Background: an optimization exercise with open tools, aiming at small area, a short achievable clock period and few clock cycles. Do not read the settings as production practice. The RTL was checked by simulation tests, not by an equivalence proof against the original design.

// sha256_reduced
module sha256_reduced (
    input  logic        clk,
    input  logic        rst_n,
    input  logic        enable,
    input  logic [7:0]  data_in,
    input  logic        data_valid,
    input  logic        end_of_file,
    output logic        ready,
    output logic [31:0] hash_out,
    output logic        hash_valid
);
clock: 15.0 ns
lec_check: 0
cap_margin: 20
core_margin: 2
core_utilization: 60
cts_cluster_diameter: 100
cts_cluster_size: 25
slew_margin: 20
synth_memory_max_bits: 4096
standard.sh (not shown) runs the stock make flow with config.mk's settings and CLKGATE_MAP_FILE= SYNTH_SCRIPT=/design/flow/synth_recipe.tcl, a recipe that flattens the netlist after the stock synthesis.
==> flow/flow/run.sh <==
#!/bin/bash
# Standard synthesis, then the standard flow's own layout with two changes: timing repair
# gets a larger setup margin, so that it keeps working past the constraint's
# period, and the port buffers are plain buffers (sky130_fd_sc_hd__buf_2)
# instead of the delay cells that buffer_ports picks by default.
set -euo pipefail
bash standard.sh synth > synth.log 2>&1
bash standard.sh SETUP_SLACK_MARGIN=10.7 TNS_END_PERCENT=100 \
  "BUFFER_PORTS_ARGS=-buffer_cell sky130_fd_sc_hd__buf_2" finish > layout.log 2>&1
Testbench counts at the start, summed over its fixed seeds: cycles 20,365.
Next try:
--- a/flow/config.mk
+++ b/flow/config.mk
@@ -10 +10 @@
-export CORE_UTILIZATION = 60
+export CORE_UTILIZATION = 65
The new run went through all stages and came out clean.
Cell count falls by 1.4%.
Worst setup slack improves by 0.077 ns.
Die area falls by 7.6%.
Routed wire length is lower by about 1.1%.
Utilization came out higher by 5.5 points.

========
Another version of the RTL of sha256_reduced (not shown whole).
Size: about 47 I/O pins, roughly 74000 um2 of cells after synthesis.
clock: 15.0 ns
lec_check: 0
cap_margin: 20
core_margin: 2
core_utilization: 55
cts_cluster_diameter: 100
cts_cluster_size: 25
gpl_timing_driven: 1
slew_margin: 20
synth_memory_max_bits: 4096
Scripts as last shown in full above: flow/flow/run.sh
The baseline finished clean.
Testbench counts at the start, summed over its fixed seeds: cycles 20,631.
Edit:
--- a/flow/config.mk
+++ b/flow/config.mk
@@ -13 +12,0 @@
-export GPL_TIMING_DRIVEN = 1
After rerunning: Worst setup slack is unchanged. Cell area stays the same.

========
Setup of v6:
Another version of the RTL of sha256_reduced (not shown whole).
For scale: roughly 6800 cells after synthesis, ~1700 flip-flops, roughly 47 I/O pins, roughly 74000 sq um of cells after synthesis.
Design sha256_reduced, start of the top module:
module sha256_reduced (
    input  logic        clk,
    input  logic        rst_n,
    input  logic        enable,
    input  logic [7:0]  data_in,
    input  logic        data_valid,
    input  logic        end_of_file,
    output logic        ready,
    output logic [31:0] hash_out,
    output logic        hash_valid
);
export LEC_CHECK = 0
export CAP_MARGIN = 20
export CORE_MARGIN = 2
export CORE_UTILIZATION = 65
export CTS_BUF_LIST = sky130_fd_sc_hd__clkbuf_8 sky130_fd_sc_hd__clkbuf_16
export CTS_CLUSTER_DIAMETER = 80
export CTS_CLUSTER_SIZE = 20
export SLEW_MARGIN = 20
export SYNTH_MEMORY_MAX_BITS = 4096
create_clock -name core_clock -period 15.0 [get_ports {clk}]
Scripts as last shown in full above: flow/flow/run.sh
Testbench counts of v6, summed over its fixed seeds: cycles 20,554.
Edits applied to the flow inputs when going from v6 to v7:
Settings: clearing CTS_BUF_LIST, which used to be sky130_fd_sc_hd__clkbuf_8 sky130_fd_sc_hd__clkbuf_16; swapping 80 for 100 in CTS_CLUSTER_DIAMETER; swapping 20 for 25 in CTS_CLUSTER_SIZE.
diff --git a/flow/flow/run.sh b/flow/flow/run.sh
--- a/flow/flow/run.sh
+++ b/flow/flow/run.sh
@@ -7,3 +7,3 @@
 bash standard.sh synth > synth.log 2>&1
-bash standard.sh SETUP_SLACK_MARGIN=10.7 TNS_END_PERCENT=100 \
+bash standard.sh SETUP_SLACK_MARGIN=10.9 TNS_END_PERCENT=100 \
   "BUFFER_PORTS_ARGS=-buffer_cell sky130_fd_sc_hd__buf_2" finish > layout.log 2>&1
Results
- | highest net fanout along the worst path | v7 vs v6 | 2 higher |
- Number of buffers inserted by hold repair at cts came out exactly the same in v6 and v7.
- Comparing v6 with v7, the vias after detailed routing came out essentially unchanged.
- Summary — met2 layer usage reported by global route, v7 relative to v6: higher, by 0.42 points.
- Relative to v6, area growth from synthesis to layout has gone up in v7.
- Between v6 and v7, the difference in cell count is negligible.
- Any difference in number of synthesized register bits between v6 and v7 is small enough to ignore.
- v7 and v6 ended up with roughly the same clock transition time at the flip-flop clock pins of the worst setup and hold paths.
- Minimum clock period (lower): v7
- Post-route cell area: v7 higher than v6
- Diff v6 -> v7 | data arrival time at the worst-slack endpoint | decrease of 0.03 ns

[afterwards: timing with drivers on the ports]
No port has a modelled driver above. Below, the same layouts with a new extraction and two added sets of constraints.
Step 1, drivers: a clkbuf_16 drives clk and a buf_2 each remaining input, both assumed.
Step 2 moves the port delays by t, midway between the first and last clock arrival at a register: inputs arrive t later, outputs are due t later. That takes back most of the time a late clock gives input paths.
Slacks: no drivers / after step 1 / after step 2; pairs: no drivers / after step 1.
| run | t, ns | setup slack, ns | clock arrival spread, ns | worst register clock-pin slew, ns |
|---|---|---|---|---|
| the first run of note 1 | 0.798 | 10.657 / 10.657 / 10.542 | 0.049 / 0.049 | 0.11 / 0.11 |
| the second run of note 1 | 0.788 | 10.734 / 10.686 / 10.685 | 0.037 / 0.037 | 0.11 / 0.11 |
| the first run of note 2 | 0.805 | 10.508 / 10.508 / 10.508 | 0.054 / 0.055 | 0.11 / 0.11 |
| the second run of note 2 | 0.805 | 10.508 / 10.508 / 10.508 | 0.054 / 0.055 | 0.11 / 0.11 |
| v6 | 0.799 | 10.649 / 10.649 / 10.649 | 0.059 / 0.059 | 0.09 / 0.09 |
| v7 | 0.782 | 10.693 / 10.693 / 10.693 | 0.031 / 0.031 | 0.11 / 0.11 |
After both steps setup and hold are still met in every run listed. The setup slack of the first run of note 1, which loses most, moves by 0.000 ns with the drivers and by -0.115 ns with both steps.
